Background: an optimization exercise with open tools, aiming at small area and a short achievable clock period. Do not read the settings as production practice.
Where RTL was checked, it was by simulation tests only, not by an equivalence proof against the original.
Power is estimated from default activity; no workload was simulated.

== wip/onyx ==
Design mac_16bit, start of the top module:
module mac_16bit(out_rounded,md,mr,clk,rst);
output reg [26:0] out_rounded;
input [15:0] md,mr;
input clk,rst;
reg [15:0] MD;
reg [7:0] ONE, TWO, NEG;         
reg [60:0] P;                  
reg [39:0] A;                    
reg [3:0] CB;                 
reg [8:0] k;       
reg clr;           
reg z1;            
reg r1, z2;        
wire zero = !rst | clr;
wire [16:0] mrx = {mr, 1'b0};
wire [7:0] one_n, two_n, neg_n;
genvar g;
generate for (g = 0; g < 8; g = g + 1) begin : enc
  assign one_n[g] = mrx[2*g+1] ^ mrx[2*g];
  assign two_n[g] = (mrx[2*g+2] & ~mrx[2*g+1] & ~mrx[2*g]) | (~mrx[2*g+2] & mrx[2*g+1] & mrx[2*g]);
  assign neg_n[g] = mrx[2*g+2] & ~(mrx[2*g+1] & mrx[2*g]);
end endgenerate
wire [16:0] pp0 = (({17{ONE[0]}} & {MD[15], MD}) | ({17{TWO[0]}} & {MD, 1'b0})) ^ {17{NEG[0]}};
wire ns0 = ~pp0[16];
wire [16:0] pp1 = (({17{ONE[1]}} & {MD[15], MD}) | ({17{TWO[1]}} & {MD, 1'b0})) ^ {17{NEG[1]}};
wire ns1 = ~pp1[16];
wire [16:0] pp2 = (({17{ONE[2]}} & {MD[15], MD}) | ({17{TWO[2]}} & {MD, 1'b0})) ^ {17{NEG[2]}};
wire ns2 = ~pp2[16];
wire [16:0] pp3 = (({17{ONE[3]}} & {MD[15], MD}) | ({17{TWO[3]}} & {MD, 1'b0})) ^ {17{NEG[3]}};
wire ns3 = ~pp3[16];
wire [16:0] pp4 = (({17{ONE[4]}} & {MD[15], MD}) | ({17{TWO[4]}} & {MD, 1'b0})) ^ {17{NEG[4]}};
wire ns4 = ~pp4[16];
wire [16:0] pp5 = (({17{ONE[5]}} & {MD[15], MD}) | ({17{TWO[5]}} & {MD, 1'b0})) ^ {17{NEG[5]}};
wire ns5 = ~pp5[16];
wire [16:0] pp6 = (({17{ONE[6]}} & {MD[15], MD}) | ({17{TWO[6]}} & {MD, 1'b0})) ^ {17{NEG[6]}};
wire ns6 = ~pp6[16];
wire [16:0] pp7 = (({17{ONE[7]}} & {MD[15], MD}) | ({17{TWO[7]}} & {MD, 1'b0})) ^ {17{NEG[7]}};
wire ns7 = ~pp7[16];
wire as1, ac2; assign {ac2, as1} = {1'b0, pp0[10]} + {1'b0, pp1[8]};
wire as3, ac4; assign {ac4, as3} = {1'b0, pp0[11]} + {1'b0, pp1[9]};
wire [1:0] at7 = {1'b0, ~pp0[12]} + {1'b0, ~pp1[10]} + {1'b0, ~pp2[8]}; wire as5 = ~at7[0]; wire ac6 = ~at7[1];
wire as8, ac9; assign {ac9, as8} = {1'b0, pp3[6]} + {1'b0, pp4[4]};
wire [1:0] at12 = {1'b0, ~pp0[13]} + {1'b0, ~pp1[11]} + {1'b0, ~pp2[9]}; wire as10 = ~at12[0]; wire ac11 = ~at12[1];
wire as13, ac14; assign {ac14, as13} = {1'b0, pp3[7]} + {1'b0, pp4[5]};
wire [1:0] at17 = {1'b0, ~pp0[14]} + {1'b0, ~pp1[12]} + {1'b0, ~pp2[10]}; wire as15 = ~at17[0]; wire ac16 = ~at17[1];
wire [1:0] at20 = {1'b0, ~pp3[8]} + {1'b0, ~pp4[6]} + {1'b0, ~pp5[4]}; wire as18 = ~at20[0]; wire ac19 = ~at20[1];
  ...
export LEC_CHECK = 0
export CAP_MARGIN = 20
export CORE_MARGIN = 2
export CORE_UTILIZATION = 60
export CTS_CLUSTER_DIAMETER = 100
export CTS_CLUSTER_SIZE = 20
export SETUP_SLACK_MARGIN = 3.9
export SLEW_MARGIN = 20
create_clock -name core_clock -period 6.9 [get_ports {clk}]
standard.sh (not shown) runs the stock make flow with config.mk's settings and CLKGATE_MAP_FILE= SYNTH_SCRIPT=/design/flow/synth_recipe.tcl, a recipe that flattens the netlist after the stock synthesis.
==> flow/flow/run.sh <==
#!/bin/bash
# The standard layout (the standard.sh), except that the port buffers are
# sky130_fd_sc_hd__buf_2 cells instead of the default delay buffers.
set -euo pipefail
export BUFFER_PORTS_ARGS="-buffer_cell sky130_fd_sc_hd__buf_2"
bash standard.sh > standard.log 2>&1
wip/onyx was carried through to the last stage, and its layout satisfied the timing, design-rule and antenna checks.
Setup changes, wip/onyx to wip/tundra
- CORE_UTILIZATION now 40, was 60
- CTS_CLUSTER_DIAMETER no longer set, was 100
- CTS_CLUSTER_SIZE no longer set, was 20
- SETUP_SLACK_MARGIN now 4.0, was 3.9
==> flow/run.sh (new file) <==
#!/bin/bash
# synth_recipe.tcl (not shown) runs the flow's synth.tcl, then flattens the netlist and writes it again
# the make line also repeats each setting of config.mk as NAME=value (left out here)
make -C /OpenROAD-flow-scripts/flow DESIGN_CONFIG=/design/flow/config.mk WORK_HOME=/design/flow/orfs CLKGATE_MAP_FILE= SYNTH_SCRIPT=/design/flow/synth_recipe.tcl finish
removed: flow/flow/run.sh
removed: flow/standard.sh
==> comparison <==
- Diff wip/tundra and wip/onyx: global placer's final weighted congestion lower in wip/tundra
- Clock tree skew after final layout essentially unchanged between wip/tundra and wip/onyx.
- Of the two values seen for first element of the critical path, MD[8] was produced by wip/onyx and TWO[2] by wip/tundra.
- The total core area of wip/tundra was inferior to that of wip/onyx.
- Compared with wip/onyx, wip/tundra is hungrier on power.
- Number of violations reported at the end of detailed-routing iteration 0 improves in wip/tundra relative to wip/onyx.
- The lower total global routing track utilization came out of wip/tundra.
- On internal power summed over all cells, the higher figure sits with wip/tundra, not wip/onyx.
Input changes introduced in wip/garnet (baseline for comparison: wip/tundra):
- SETUP_SLACK_MARGIN changed from 4.0 to 3.8
Findings:
- wip/garnet did not stop at any stage, and its layout met the timing, design-rule and antenna checks.
- Comparing the two runs side by side, wip/garnet comes out ahead of wip/tundra on clock group total power.
- Fraction of power consumed by combinational cells was higher in wip/tundra than in wip/garnet.
- Compared with wip/tundra, wip/garnet ends up with less cell area.
- Higher time the final worst path needs with I/O delays and setup goes to wip/garnet over wip/tundra.
- Worst hold slack delta (wip/tundra -> wip/garnet): insignificant
- Compared with wip/tundra, in wip/garnet net switching power figure now smaller, sum of net half-perimeters after detailed placement went down by 110 µm.

========
Another version of the RTL of mac_16bit (not shown whole).
Size in the first run: ~1300 cells after synthesis, about 61 I/O pins.
make LEC_CHECK=0 CAP_MARGIN=20 CORE_MARGIN=2 CORE_UTILIZATION=40 SETUP_SLACK_MARGIN=4.3 SLEW_MARGIN=20 finish   # period 6.9 ns
run.sh (not shown) runs the stock make flow with config.mk's settings and CLKGATE_MAP_FILE= SYNTH_SCRIPT=/design/flow/synth_recipe.tcl, a recipe that flattens the netlist after the stock synthesis.
Stock flow here: none of the scripts above is used.
The baseline completed without violations.
==> next run, changes <==
Settings changed: SETUP_SLACK_MARGIN 4.3 to 4.0.
The changed run finished with timing, DRC and antenna clean.
Via count fell by 1.8%.
Routed wire length went down by 2.4%.
Utilization fell by 1.6 points.
No functional check of the RTL was part of any run of this note.

========
alpha:
mac_16bit, a different RTL version from the one above (not shown whole).
Size in the first run: roughly 1200 cells after synthesis, roughly 210 flip-flops, ~61 I/O pins, about 13000 um2 of cells after synthesis.
==> flow/design.v (excerpt) <==
module mac_16bit(out_rounded,md,mr,clk,rst);
output reg [26:0] out_rounded;
input [15:0] md,mr;
input clk,rst;
reg [15:0] MD;
reg [7:0] ONE, TWO, NEG;         
reg [84:0] P;                  
reg [39:0] A;                    
reg [5:0] CB;                 
reg [8:0] k;       
reg clr;           
reg z1;            
reg r1, z2;        
wire zero = !rst | clr;
wire [16:0] mrx = {mr, 1'b0};
wire [7:0] one_n, two_n, neg_n;
genvar g;
generate for (g = 0; g < 8; g = g + 1) begin : enc
  assign one_n[g] = mrx[2*g+1] ^ mrx[2*g];
  assign two_n[g] = (mrx[2*g+2] & ~mrx[2*g+1] & ~mrx[2*g]) | (~mrx[2*g+2] & mrx[2*g+1] & mrx[2*g]);
  assign neg_n[g] = mrx[2*g+2] & ~(mrx[2*g+1] & mrx[2*g]);
end endgenerate
wire [16:0] pp0 = (({17{ONE[0]}} & {MD[15], MD}) | ({17{TWO[0]}} & {MD, 1'b0})) ^ {17{NEG[0]}};
wire ns0 = ~pp0[16];
wire [16:0] pp1 = (({17{ONE[1]}} & {MD[15], MD}) | ({17{TWO[1]}} & {MD, 1'b0})) ^ {17{NEG[1]}};
wire ns1 = ~pp1[16];
wire [16:0] pp2 = (({17{ONE[2]}} & {MD[15], MD}) | ({17{TWO[2]}} & {MD, 1'b0})) ^ {17{NEG[2]}};
wire ns2 = ~pp2[16];
wire [16:0] pp3 = (({17{ONE[3]}} & {MD[15], MD}) | ({17{TWO[3]}} & {MD, 1'b0})) ^ {17{NEG[3]}};
wire ns3 = ~pp3[16];
wire [16:0] pp4 = (({17{ONE[4]}} & {MD[15], MD}) | ({17{TWO[4]}} & {MD, 1'b0})) ^ {17{NEG[4]}};
wire ns4 = ~pp4[16];
wire [16:0] pp5 = (({17{ONE[5]}} & {MD[15], MD}) | ({17{TWO[5]}} & {MD, 1'b0})) ^ {17{NEG[5]}};
wire ns5 = ~pp5[16];
  ...
Settings: LEC_CHECK=0, CAP_MARGIN=20, CORE_MARGIN=2, CORE_UTILIZATION=60, CTS_CLUSTER_DIAMETER=100, CTS_CLUSTER_SIZE=25, SETUP_SLACK_MARGIN=4.15, SLEW_MARGIN=20; clock period 6.9 ns.
standard.sh (not shown) runs the stock make flow with config.mk's settings and CLKGATE_MAP_FILE= SYNTH_SCRIPT=/design/flow/synth_recipe.tcl, a recipe that flattens the netlist after the stock synthesis.
==> flow/flow/run.sh <==
#!/bin/bash
# The standard layout (the standard.sh), except that the port buffers are
# sky130_fd_sc_hd__buf_2 cells instead of the default delay buffers.
set -euo pipefail
export BUFFER_PORTS_ARGS="-buffer_cell sky130_fd_sc_hd__buf_2"
bash standard.sh > standard.log 2>&1
alpha reached the final stage; the timing, design-rule and antenna checks on its layout passed.
#### Input delta (beta over alpha)
- TNS_END_PERCENT now 10, previously not set
- CTS_CLUSTER_SIZE no longer set, was 25
- CTS_CLUSTER_DIAMETER no longer set, was 100
Findings:
- Diff alpha -> beta | post-layout net count | up slightly
- [compare] base=alpha new=beta: total power rose about 7%, detailed-route via count rose about 1.6%, critical path depth rose 1, area growth from synthesis to final layout rose 3.4 points, fraction of area in registers fell 1.0 points.
The following lists how gamma was set up differently from beta:
- changing SETUP_SLACK_MARGIN from 4.15 to 4.2
- setting CTS_CLUSTER_SIZE to 25 for the first time
- setting CTS_CLUSTER_DIAMETER to 100 for the first time
- removing TNS_END_PERCENT (formerly 10)
## What came out
gamma vs beta: number of buffers inserted during clock tree synthesis down. As of gamma, via total after detailed routing had fallen slightly compared to beta. Looking at wire length, gamma sits 1.1% below beta. Going from beta to gamma, final critical path time including I/O delays and setup fell by 0.099 ns, power density normalized to cell area fell by 3.3%, switching power of the nets fell by about 1%. Reported for beta and gamma, die footprint turned out identical to the last digit. beta ended up with TWO[7] as its startpoint of the most critical setup path; gamma ended up with MD[8]. Final estimated routing congestion in global placement delta for gamma relative to beta: 0.0057 higher. Diff beta -> gamma: final non-filler cell area lower; number of clock buffer instances in the layout lower.
The inputs of delta differ from those of gamma as listed below.
- swapping 4.2 for 4.15 in SETUP_SLACK_MARGIN
- swapping 25 for 20 in CTS_CLUSTER_SIZE
- putting PLACE_DENSITY at 0.72 where nothing was set
Results
Having completed the whole flow, delta delivered a layout that passed the timing, design-rule and antenna checks.
When delta is measured against gamma, its global-route usage turns out 0.31 points higher.
Diff gamma..delta | post-route cell area | negligible
delta does worse than gamma on first-pass GRT wire length.
Non-clock buffer instance count of the final layout went down by a few percent going from gamma to delta.
When delta is measured against gamma, its met3 usage in global routing turns out 0.64 points lower.
delta vs. gamma: worst setup slack went down by 0.025 ns.

-- afterwards: timing with drivers on the ports --
How much do the figures lean on ideal ports? The routed layouts below were timed once more, with nothing changed but the port constraints. Step 1 assumes that a clkbuf_16 drives the clock port and a buf_2 every other input. Step 2 moves the port delays by t, midway between the first and last clock arrival at a register: inputs arrive t later, outputs are due t later. That takes back most of the time a late clock gives input paths. Slacks: no drivers / after step 1 / after step 2; pairs: no drivers / after step 1.
| run | t (ns) | setup WS [ns] | hold slack, ns | pins driven straight from the clock port |
|---|---|---|---|---|
| wip/onyx | 0.476 | 3.924 / 3.924 / 3.924 | 0.337 / 0.337 / 0.337 | 1 |
| wip/tundra | 0.482 | 3.962 / 3.962 / 3.702 | 0.340 / 0.340 / 0.340 | 1 |
| wip/garnet | 0.482 | 3.886 / 3.886 / 3.641 | 0.342 / 0.342 / 0.342 | 1 |
| the first run of note 2 | 0.568 | 3.940 / 3.940 / 3.790 | 0.335 / 0.335 / 0.335 | 1 |
| the second run of note 2 | 0.565 | 3.900 / 3.900 / 3.804 | 0.327 / 0.327 / 0.327 | 1 |
| alpha | 0.508 | 4.238 / 4.238 / 3.851 | 0.339 / 0.339 / 0.339 | 1 |
| beta | 0.556 | 4.159 / 4.159 / 3.814 | 0.335 / 0.335 / 0.335 | 1 |
| gamma | 0.517 | 4.257 / 4.257 / 3.837 | 0.334 / 0.334 / 0.334 | 1 |
| delta | 0.516 | 4.233 / 4.233 / 3.816 | 0.339 / 0.339 / 0.339 | 1 |
After both steps every run listed still meets setup and hold. For gamma, which loses most, drivers alone change the setup slack by 0.000 ns; drivers and shift together by -0.420 ns.
